This design comes from an exercise in tuning for small area, a short achievable clock period and few clock cycles on the open sky130 flow, not from production work. At most, simulation tests tie the RTL to the original design; equivalence was not proved. No driver is modelled on the clock port, so clock power and skew are understated where the tree is cut down; a real chip needs a root buffer or a tree. Power figures rest on the tool's default switching activity, not on a simulated workload.

==> flow/design.v <==
`timescale 1ns / 1ps
module bridge(
input clk,arvalid,res_n,
input [1:0]arburst,
input [3:0]arlen,
input [4:0]araddr,
output arready,
output reg [15:0]rdata,
output rresp,rlast,
input rready,
output rvalid,
output reg [2:0]PADDR,
input [15:0]PRDATA,
output PWRITE,PENABLE,PSEL1,PSEL2,PSEL3,PSEL4,
input PREADY
    );
    reg        full;         
    reg        ready;        
    reg [1:0]  sel;
    reg [2:0]  addr;         
    reg        incr;
    reg [3:0]  cnt;          
    reg        setup;        
    reg        enable;       
    reg [3:0]  psel;
    reg        tlast;        
    reg        valid;
    reg        rlast_q;
    reg        skid;
    reg [15:0] sdata;
    reg        slast;
    wire done   = enable & PREADY;              
    wire empty  = ~full;
    wire accept = arvalid & ready;
    wire idle   = ~setup & ~enable;
    wire issue  = full & ((idle & (~skid | rready)) |
                            (done & (~valid | (~skid & rready))));
    always @(posedge clk, negedge res_n)
      if (!res_n) begin
        full   <= 1'b0;
        ready  <= 1'b0;
        setup  <= 1'b0;
        enable <= 1'b0;
        psel   <= 4'd0;
        valid  <= 1'b0;
        skid   <= 1'b0;
      end else begin
        if (accept) begin
          full  <= 1'b1;
          ready <= 1'b0;
        end else if (issue && cnt == 4'd0) begin
          full  <= 1'b0;
          ready <= 1'b1;
        end else
          ready <= ~full;
        setup  <= issue;
        enable <= setup | (enable & ~PREADY);
        psel <= ({4{issue}} & (4'd1 << sel)) | (psel & {4{~done}});
        valid <= skid | done | (valid & ~rready);
        skid  <= (skid | (done & valid)) & ~rready;
      end
    always @(posedge clk) begin
      if (empty) begin
        sel  <= araddr[4:3];
        addr <= araddr[2:0];
        incr <= (arburst == 2'b01);
        cnt  <= arlen;
      end else if (setup) begin
        if (incr)
          addr <= addr + 3'd1;
        cnt <= cnt - 4'd1;
      end
      if (~enable | PREADY) begin
        PADDR <= addr;
        tlast <= (cnt == 4'd0);
      end
      if (~valid | rready) begin
        rdata   <= skid ? sdata : PRDATA;
        rlast_q <= skid ? slast : tlast;
      end
      if (~skid) begin
        sdata <= PRDATA;
        slast <= tlast;
      end
    end
    assign arready = ready;
    assign PSEL1 = psel[0];
    assign PSEL2 = psel[1];
    assign PSEL3 = psel[2];
    assign PSEL4 = psel[3];
    assign PENABLE = enable;
    assign PWRITE = 1'b0;
    assign rvalid = valid;
    assign rresp = valid;
    assign rlast = rlast_q;
endmodule
==> flow/config.mk <==
export PLATFORM = sky130hd
export DESIGN_NAME = bridge
export DESIGN_NICKNAME = bridge
export VERILOG_FILES = /design/flow/design.v
export SDC_FILE = /design/flow/constraint.sdc
export NUM_CORES = 4
export LEC_CHECK = 0
export ABC_AREA = 1
export CAP_MARGIN = 20
export CORE_MARGIN = 2
export CORE_UTILIZATION = 40
export PLACE_DENSITY = 0.6
export SETUP_SLACK_MARGIN = 3.3
export SLEW_MARGIN = 20
==> flow/constraint.sdc <==
create_clock -name core_clock -period 5.0 [get_ports {clk}]
set_input_delay 1.0000 -clock core_clock [delete_from_list [all_inputs] [get_ports {clk}]]
set_output_delay 1.0000 -clock core_clock [all_outputs]
set_load 0.01 [all_outputs]
standard.sh (not shown) runs the stock make flow with config.mk's settings and CLKGATE_MAP_FILE= SYNTH_SCRIPT=/design/flow/synth_recipe.tcl, a recipe that flattens the netlist after the stock synthesis.
==> flow/flow/run.sh <==
#!/bin/bash
set -euo pipefail
export BUFFER_PORTS_ARGS="-buffer_cell sky130_fd_sc_hd__buf_1"
export PRE_CTS_TCL="$PWD/flow/manclk.tcl"
bash standard.sh finish > flow_standard.log 2>&1
==> flow/flow/manclk.tcl <==
# Clock distribution in place of the CTS H-tree: the clock port drives
# nbuf clock buffers, each driving the register clock pins of one vertical
# slice of the core, placed at that slice's centroid.
proc man_clock {bufmaster nbuf} {
  set db [ord::get_db]
  set block [ord::get_db_block]
  set clknet [$block findNet clk]
  set master [$db findMaster $bufmaster]
  set sinks {}
  foreach it [$clknet getITerms] {
    set loc [[$it getInst] getLocation]
    lappend sinks [list [lindex $loc 0] [lindex $loc 1] $it]
  }
  set sinks [lsort -integer -index 0 $sinks]
  set n [llength $sinks]
  for {set b 0} {$b < $nbuf} {incr b} {
    set lo [expr {$b * $n / $nbuf}]
    set hi [expr {($b + 1) * $n / $nbuf - 1}]
    set inst [odb::dbInst_create $block $master clkbuf_root_$b]
    set net [odb::dbNet_create $block clknet_root_$b]
    $net setSigType CLOCK
    set sx 0; set sy 0; set k 0
    foreach s [lrange $sinks $lo $hi] {
      set it [lindex $s 2]
      set sx [expr {$sx + [lindex $s 0]}]; set sy [expr {$sy + [lindex $s 1]}]; incr k
      $it disconnect
      $it connect $net
    }
    [$inst findITerm A] connect $clknet
    [$inst findITerm X] connect $net
    $inst setLocation [expr {$sx / $k}] [expr {$sy / $k}]
    $inst setPlacementStatus PLACED
    puts "man_clock: $k sinks on clknet_root_$b"
  }
}

# Sourced by ORFS's cts.tcl just before its clock_tree_synthesis call:
# replace that call with the distribution above.
rename clock_tree_synthesis orfs_clock_tree_synthesis
proc clock_tree_synthesis {args} {
  man_clock sky130_fd_sc_hd__clkbuf_8 4
}
Testbench counts at the start, summed over its fixed seeds: cycles 7,352.
Then changed:
--- a/flow/config.mk
+++ b/flow/config.mk
@@ -6,9 +6,8 @@
 export NUM_CORES = 4
 export LEC_CHECK = 0
-export ABC_AREA = 1
 export CAP_MARGIN = 20
 export CORE_MARGIN = 2
 export CORE_UTILIZATION = 40
 export PLACE_DENSITY = 0.6
-export SETUP_SLACK_MARGIN = 3.3
+export SETUP_SLACK_MARGIN = 3.5
 export SLEW_MARGIN = 20
After rerunning: Global-route usage is higher by 0.40 points; synthesized area is lower by 3.4%; power went up by 3.6%; setup slack degrades by 0.042 ns; via count falls by 8.3%.
Then changed:
--- a/flow/config.mk
+++ b/flow/config.mk
@@ -10,4 +10,5 @@
 export CORE_UTILIZATION = 40
 export PLACE_DENSITY = 0.6
-export SETUP_SLACK_MARGIN = 3.5
+export SETUP_SLACK_MARGIN = 3.3
 export SLEW_MARGIN = 20
+export TNS_END_PERCENT = 100
After rerunning: The new run went through all stages and came out clean. Wire length went down by 5.6%. Via count went up by 0.95%. Cell count went down by 2.2%.
Then changed:
--- a/flow/config.mk
+++ b/flow/config.mk
@@ -8,7 +8,6 @@
 export CAP_MARGIN = 20
 export CORE_MARGIN = 2
-export CORE_UTILIZATION = 40
-export PLACE_DENSITY = 0.6
+export CORE_UTILIZATION = 30
+export PLACE_DENSITY = 0.5
 export SETUP_SLACK_MARGIN = 3.3
 export SLEW_MARGIN = 20
-export TNS_END_PERCENT = 100
What happened: The new run completed with no timing, DRC or antenna violations. Routed wire length grows by about 0.8%. Worst setup slack barely changes. Power grows by 3.1%. Final cell count grows by 12%. Cell area grows by 3.5%.
No run of this note takes its clock network from TritonCTS; it comes from the design's own scripts or RTL.

// bridge: RTL as listed in full above, without the edits since
export LEC_CHECK = 0
export CAP_MARGIN = 20
export CORE_MARGIN = 2
export CORE_UTILIZATION = 40
export PLACE_DENSITY = 0.6
export SETUP_SLACK_MARGIN = 3.35
export SLEW_MARGIN = 20
create_clock -name core_clock -period 5.0 [get_ports {clk}]
Scripts as last shown in full above: flow/flow/run.sh, flow/flow/manclk.tcl
Testbench counts at the start, summed over its fixed seeds: cycles 7,352.
Then changed:
Settings changed: SETUP_SLACK_MARGIN 3.35 to 3.25.
The changed run passed the timing, DRC and antenna checks; worst setup slack degrades by 17 ps; sequential power is higher slightly; sequential share of layout area is lower by 0.21 points.
Then changed:
Settings changed: SETUP_SLACK_MARGIN 3.25 to 3.3.
What happened: Die area stays the same. Critical path depth stays the same. Hold slack gains 10 ps. Register-to-register slack is about the same. Wire length went down by 2.4%. Clock power barely changes. Global-route usage went up by 0.30 points. Fmax went up by 0.90%. Total power went down by 3.1%.
Then changed:
Settings changed: SETUP_SLACK_MARGIN 3.3 to 3.2.
=> Global-route usage fell by 0.40 points. Power falls by 1.2%. Final area came out lower by 1.0%. Die area stays the same. Wire length decreases by 1.6%.
In every run of this note, the design's own scripts or RTL, not TritonCTS, make the clock network.

== build 16 ==
Starts from the design.v that is shown in full above.
export LEC_CHECK = 0
export CAP_MARGIN = 20
export CORE_MARGIN = 2
export CORE_UTILIZATION = 40
export PLACE_DENSITY = 0.6
export SETUP_SLACK_MARGIN = 3.4
export SLEW_MARGIN = 20
create_clock -name core_clock -period 5.0 [get_ports {clk}]
Scripts as last shown in full above: flow/flow/run.sh, flow/flow/manclk.tcl
Testbench counts of build 16, summed over its fixed seeds: cycles 7,352.
Setup changes, build 16 to build 97
Settings: SETUP_SLACK_MARGIN: 3.4 -> 3.3; CORE_UTILIZATION: 40 -> 55; PLACE_DENSITY: 0.6 -> 0.75.
Delta (build 97 minus build 16): total non-filler cell area in the finished layout shows no meaningful change; count of mapped cells out of synthesis shows no meaningful change.
When build 97 is set beside build 16, its final standard cell count with taps included and fillers excluded turns out to be about 6% smaller.
Setup WNS build 16 -> build 97: better
Taking build 16 as the reference, in build 97 count of buffering cells on the critical path with inverters included shows an increase of 1; synthesized area shows no meaningful change; relative contribution of sequential cells to total power shows a reduction of 1.8 points.
What build 68 does differently from build 97 at the input level:
Settings: changing PLACE_DENSITY from 0.75 to 0.6; changing CORE_UTILIZATION from 55 to 40; setting ABC_CLOCK_PERIOD_IN_PS to 1700 for the first time.
The setup slack on build 97 is in line with that on build 68.
Build 68 vs build 97: cell area power density down by a few percent
Comparing build 68 against build 97, there is no change at all in initial antenna violation count.
When build 68 is measured against build 97, its headroom to the max-slew limit turns out 2.5 points higher.
Status: share of the clock period used by the worst path parity (build 68, build 97)
NOTE: clock group share of total power in build 68 exceeds that of build 97
On build 68: post-CTS repair timing setup buffer count is 4 lower than what build 97 gave.
Diff build 97 -> build 68 | area of placed instances | increase of about 1.2%
Edits applied to the flow inputs when going from build 68 to build 96:
Settings: ABC_CLOCK_PERIOD_IN_PS no longer set, was 1700; GPL_TIMING_DRIVEN now 0, previously not set.
### Flow results
Comparing build 68 and build 96, the higher power consumption was measured on build 96.
Setup slack in build 96 is smaller than in build 68.
Global-route wire length before repair essentially unchanged between build 96 and build 68.
Taking build 68 as the reference, in build 96 final non-filler cell area now larger, final critical-path required period climbed 68 ps, worst-case register-to-register setup slack +50 ps, final cell utilization of the core increased 1.6 points, all-layer global routing usage level.
Changes observed in build 96 relative to build 68: clock power held, routed wire length now smaller.
In every run of this note, the design's own scripts or RTL, not TritonCTS, make the clock network.

Another version of the RTL of bridge (not shown whole).
For scale: about 140 cells after synthesis, about 61 I/O pins, ~2100 µm² of cells after synthesis.
==> flow/config.mk <==
export PLATFORM = sky130hd
export DESIGN_NAME = bridge
export DESIGN_NICKNAME = bridge
export VERILOG_FILES = /design/flow/design.v
export SDC_FILE = /design/flow/constraint.sdc
export NUM_CORES = 4
export LEC_CHECK = 0
export CAP_MARGIN = 20
export CORE_MARGIN = 2
export CORE_UTILIZATION = 40
export PLACE_DENSITY = 0.6
export SLEW_MARGIN = 20
==> flow/constraint.sdc <==
create_clock -name core_clock -period 5.0 [get_ports {clk}]
set_input_delay 1.0000 -clock core_clock [delete_from_list [all_inputs] [get_ports {clk}]]
set_output_delay 1.0000 -clock core_clock [all_outputs]
set_load 0.01 [all_outputs]
==> flow/flow/run.sh <==
#!/bin/bash
set -euo pipefail
export BUFFER_PORTS_ARGS="-buffer_cell sky130_fd_sc_hd__buf_1"
bash standard.sh finish > flow_standard.log 2>&1
The starting point completed without violations.
Testbench counts at the start, summed over its fixed seeds: cycles 7,350.
Next try:
--- a/flow/flow/run.sh
+++ b/flow/flow/run.sh
@@ -3,0 +4 @@
+export PRE_CTS_TCL="$PWD/flow/manclk.tcl"
==> flow/flow/manclk.tcl (new file) <==
# Clock distribution in place of the CTS H-tree: the clock port drives
# nbuf clock buffers, each driving the register clock pins of one vertical
# slice of the core, placed at that slice's centroid.
proc man_clock {bufmaster nbuf} {
  set db [ord::get_db]
  set block [ord::get_db_block]
  set clknet [$block findNet clk]
  set master [$db findMaster $bufmaster]
  set sinks {}
  foreach it [$clknet getITerms] {
    set loc [[$it getInst] getLocation]
    lappend sinks [list [lindex $loc 0] [lindex $loc 1] $it]
  }
  set sinks [lsort -integer -index 0 $sinks]
  set n [llength $sinks]
  for {set b 0} {$b < $nbuf} {incr b} {
    set lo [expr {$b * $n / $nbuf}]
    set hi [expr {($b + 1) * $n / $nbuf - 1}]
    set inst [odb::dbInst_create $block $master clkbuf_root_$b]
    set net [odb::dbNet_create $block clknet_root_$b]
    $net setSigType CLOCK
    set sx 0; set sy 0; set k 0
    foreach s [lrange $sinks $lo $hi] {
      set it [lindex $s 2]
      set sx [expr {$sx + [lindex $s 0]}]; set sy [expr {$sy + [lindex $s 1]}]; incr k
      $it disconnect
      $it connect $net
    }
    [$inst findITerm A] connect $clknet
    [$inst findITerm X] connect $net
    $inst setLocation [expr {$sx / $k}] [expr {$sy / $k}]
    $inst setPlacementStatus PLACED
    puts "man_clock: $k sinks on clknet_root_$b"
  }
}

# Sourced by ORFS's cts.tcl just before its clock_tree_synthesis call:
# replace that call with the distribution above.
rename clock_tree_synthesis orfs_clock_tree_synthesis
proc clock_tree_synthesis {args} {
  man_clock sky130_fd_sc_hd__clkbuf_8 4
}
=> First-iteration DRC count is lower by about a fifth. Final area is lower by a few percent. Flip-flop and latch count stays the same. Sequential power stays flat. Total power is lower by about a fifth. Via count is lower by a few percent.
Next try:
--- a/flow/flow/run.sh
+++ b/flow/flow/run.sh
@@ -4 +4 @@
-export PRE_CTS_TCL="$PWD/flow/manclk.tcl"
+export CTS_ARGS="-sink_clustering_enable -repair_clock_nets -dont_use_dummy_load -buf_list sky130_fd_sc_hd__clkbuf_8 -root_buf sky130_fd_sc_hd__clkbuf_8 -sink_clustering_size 64 -sink_clustering_max_diameter 500"
removed: flow/flow/manclk.tcl
What happened: Core utilization came out higher by 1.4 points; setup slack got worse by 0.0053 ns; final cell count came out higher by about 1.9%.
Next try:
==> flow/flow/run.sh (replaced) <==
#!/bin/bash
set -euo pipefail
export BUFFER_PORTS_ARGS="-buffer_cell sky130_fd_sc_hd__buf_1"
export CTS_ARGS="-sink_clustering_enable -repair_clock_nets -dont_use_dummy_load -buf_list sky130_fd_sc_hd__clkbuf_4 -root_buf sky130_fd_sc_hd__clkbuf_4"
bash standard.sh finish > flow_standard.log 2>&1
After rerunning:
- global-route usage barely changes
- final cell count is unchanged
- design area is lower by a few percent
- setup slack degrades by 0.061 ns
- sequential cell count stays the same
- sequential share of layout area is higher by 1.4 points
- via count is higher slightly
The clock cells of the second run of this note come from the design's own scripts or RTL, not from TritonCTS.

Another version of the RTL of bridge (not shown whole).
For scale: about 57 flip-flops, ~2100 um^2 of cells after synthesis.
Design bridge, start of the top module:
module bridge(
input clk,arvalid,res_n,
input [1:0]arburst,
input [3:0]arlen,
input [4:0]araddr,
output arready,
output reg [15:0]rdata,
output rresp,rlast,
input rready,
output rvalid,
output reg [2:0]PADDR,
input [15:0]PRDATA,
output PWRITE,PENABLE,PSEL1,PSEL2,PSEL3,PSEL4,
input PREADY
    );
==> flow/config.mk <==
export PLATFORM = sky130hd
export DESIGN_NAME = bridge
export DESIGN_NICKNAME = bridge
export VERILOG_FILES = /design/flow/design.v
export SDC_FILE = /design/flow/constraint.sdc
export NUM_CORES = 4
export LEC_CHECK = 0
export CAP_MARGIN = 20
export CORE_MARGIN = 2
export CORE_UTILIZATION = 40
export PLACE_DENSITY = 0.6
export SETUP_SLACK_MARGIN = 3.0
export SLEW_MARGIN = 20
==> flow/constraint.sdc <==
create_clock -name core_clock -period 5.0 [get_ports {clk}]
set_input_delay 1.0000 -clock core_clock [delete_from_list [all_inputs] [get_ports {clk}]]
set_output_delay 1.0000 -clock core_clock [all_outputs]
set_load 0.01 [all_outputs]
==> flow/flow/run.sh <==
#!/bin/bash
set -euo pipefail
export BUFFER_PORTS_ARGS="-buffer_cell sky130_fd_sc_hd__buf_1"
export PRE_CTS_TCL="$PWD/flow/manclk.tcl"
bash standard.sh finish > flow_standard.log 2>&1
==> flow/flow/manclk.tcl <==
# Clock distribution in place of the CTS H-tree: the clock port drives
# nbuf clock buffers, each driving the register clock pins of one vertical
# slice of the core, placed at that slice's centroid.
proc man_clock {bufmaster nbuf} {
  set db [ord::get_db]
  set block [ord::get_db_block]
  set clknet [$block findNet clk]
  set master [$db findMaster $bufmaster]
  set sinks {}
  foreach it [$clknet getITerms] {
    set loc [[$it getInst] getLocation]
    lappend sinks [list [lindex $loc 0] [lindex $loc 1] $it]
  }
  set sinks [lsort -integer -index 0 $sinks]
  set n [llength $sinks]
  for {set b 0} {$b < $nbuf} {incr b} {
    set lo [expr {$b * $n / $nbuf}]
    set hi [expr {($b + 1) * $n / $nbuf - 1}]
    set inst [odb::dbInst_create $block $master clkbuf_root_$b]
    set net [odb::dbNet_create $block clknet_root_$b]
    $net setSigType CLOCK
    set sx 0; set sy 0; set k 0
    foreach s [lrange $sinks $lo $hi] {
      set it [lindex $s 2]
      set sx [expr {$sx + [lindex $s 0]}]; set sy [expr {$sy + [lindex $s 1]}]; incr k
      $it disconnect
      $it connect $net
    }
    [$inst findITerm A] connect $clknet
    [$inst findITerm X] connect $net
    $inst setLocation [expr {$sx / $k}] [expr {$sy / $k}]
    $inst setPlacementStatus PLACED
    puts "man_clock: $k sinks on clknet_root_$b"
  }
}

# Sourced by ORFS's cts.tcl just before its clock_tree_synthesis call:
# replace that call with the distribution above.
rename clock_tree_synthesis orfs_clock_tree_synthesis
proc clock_tree_synthesis {args} {
  man_clock sky130_fd_sc_hd__clkbuf_8 4
}
The first run produced a clean layout.
Next try:
- SETUP_SLACK_MARGIN: 3.0 -> 3.1
The changed run completed without violations.
Sequential cell count is unchanged.
Utilization went up by 0.99 points.
Maximum frequency went up by a few percent.
Cell area went up by a few percent.
Clock skew barely changes.
Synthesized cell count does not change.
Total power went up slightly.
Critical path depth stays the same.
No functional check of the RTL was part of any run of this note. No run of this note takes its clock network from TritonCTS; it comes from the design's own scripts or RTL.

what the ideal ports hide:
How much do the figures lean on ideal ports? The routed layouts below were timed once more, with nothing changed but the port constraints. Step 1 (the two cells are an assumption about what drives the block):
set clk [get_ports {clk}]
set_driving_cell -lib_cell sky130_fd_sc_hd__clkbuf_16 $clk
set_driving_cell -lib_cell sky130_fd_sc_hd__buf_2 [delete_from_list [all_inputs] $clk]
Step 2 moves the port delays by t, midway between the first and last clock arrival at a register: inputs arrive t later, outputs are due t later. That takes back most of the time a late clock gives input paths. Slacks: ideal ports / drivers / drivers and shift; pairs: ideal ports / drivers.
run	shift t [ns]	setup WS [ns]	worst setup path at the end	latest minus earliest clock arrival (ns)	slew at the worst register clock pin (ns)
the first run of note 1	0.194	3.252 / 3.203 / 3.310	input to register	0.011 / 0.011	0.09 / 0.09
the second run of note 1	0.195	3.210 / 3.162 / 3.088	input to register	0.011 / 0.011	0.09 / 0.09
the third run of note 1	0.192	3.264 / 3.217 / 3.082	input to register	0.008 / 0.008	0.09 / 0.09
the fourth run of note 1	0.195	3.265 / 3.217 / 3.099	input to register	0.012 / 0.011	0.09 / 0.09
the first run of note 2	0.192	3.265 / 3.223 / 3.046	input to register	0.008 / 0.007	0.09 / 0.09
the second run of note 2	0.197	3.248 / 3.198 / 3.096	input to register	0.010 / 0.010	0.09 / 0.09
the third run of note 2	0.192	3.264 / 3.217 / 3.082	input to register	0.008 / 0.008	0.09 / 0.09
the fourth run of note 2	0.191	3.215 / 3.167 / 3.102	input to register	0.009 / 0.009	0.09 / 0.09
build 16	0.193	3.258 / 3.209 / 3.063	input to register	0.007 / 0.006	0.09 / 0.09
build 97	0.190	3.262 / 3.217 / 3.061	input to register	0.011 / 0.011	0.09 / 0.09
build 68	0.192	3.264 / 3.217 / 3.082	input to register	0.008 / 0.008	0.09 / 0.09
build 96	0.197	3.196 / 3.145 / 3.082	input to register	0.010 / 0.009	0.09 / 0.09
the first run of note 4	0.342	2.995 / 2.968 / 2.826	input to register	0.006 / 0.006	0.06 / 0.06
the second run of note 4	0.194	3.005 / 3.032 / 2.839	input to register	0.013 / 0.013	0.09 / 0.09
the third run of note 4	0.335	3.000 / 2.973 / 2.833	input to register	0.012 / 0.012	0.06 / 0.06
the fourth run of note 4	0.391	2.939 / 2.915 / 2.827	input to register	0.021 / 0.021	0.09 / 0.09
the first run of note 5	0.192	3.042 / 2.994 / 3.013	input to register	0.004 / 0.004	0.09 / 0.09
the second run of note 5	0.193	3.082 / 3.033 / 3.064	input to register	0.003 / 0.004	0.09 / 0.09
After both steps every run listed still meets setup and hold. The setup slack of the first run of note 2, which loses most, moves by -0.042 ns with the drivers and by -0.219 ns with both steps.
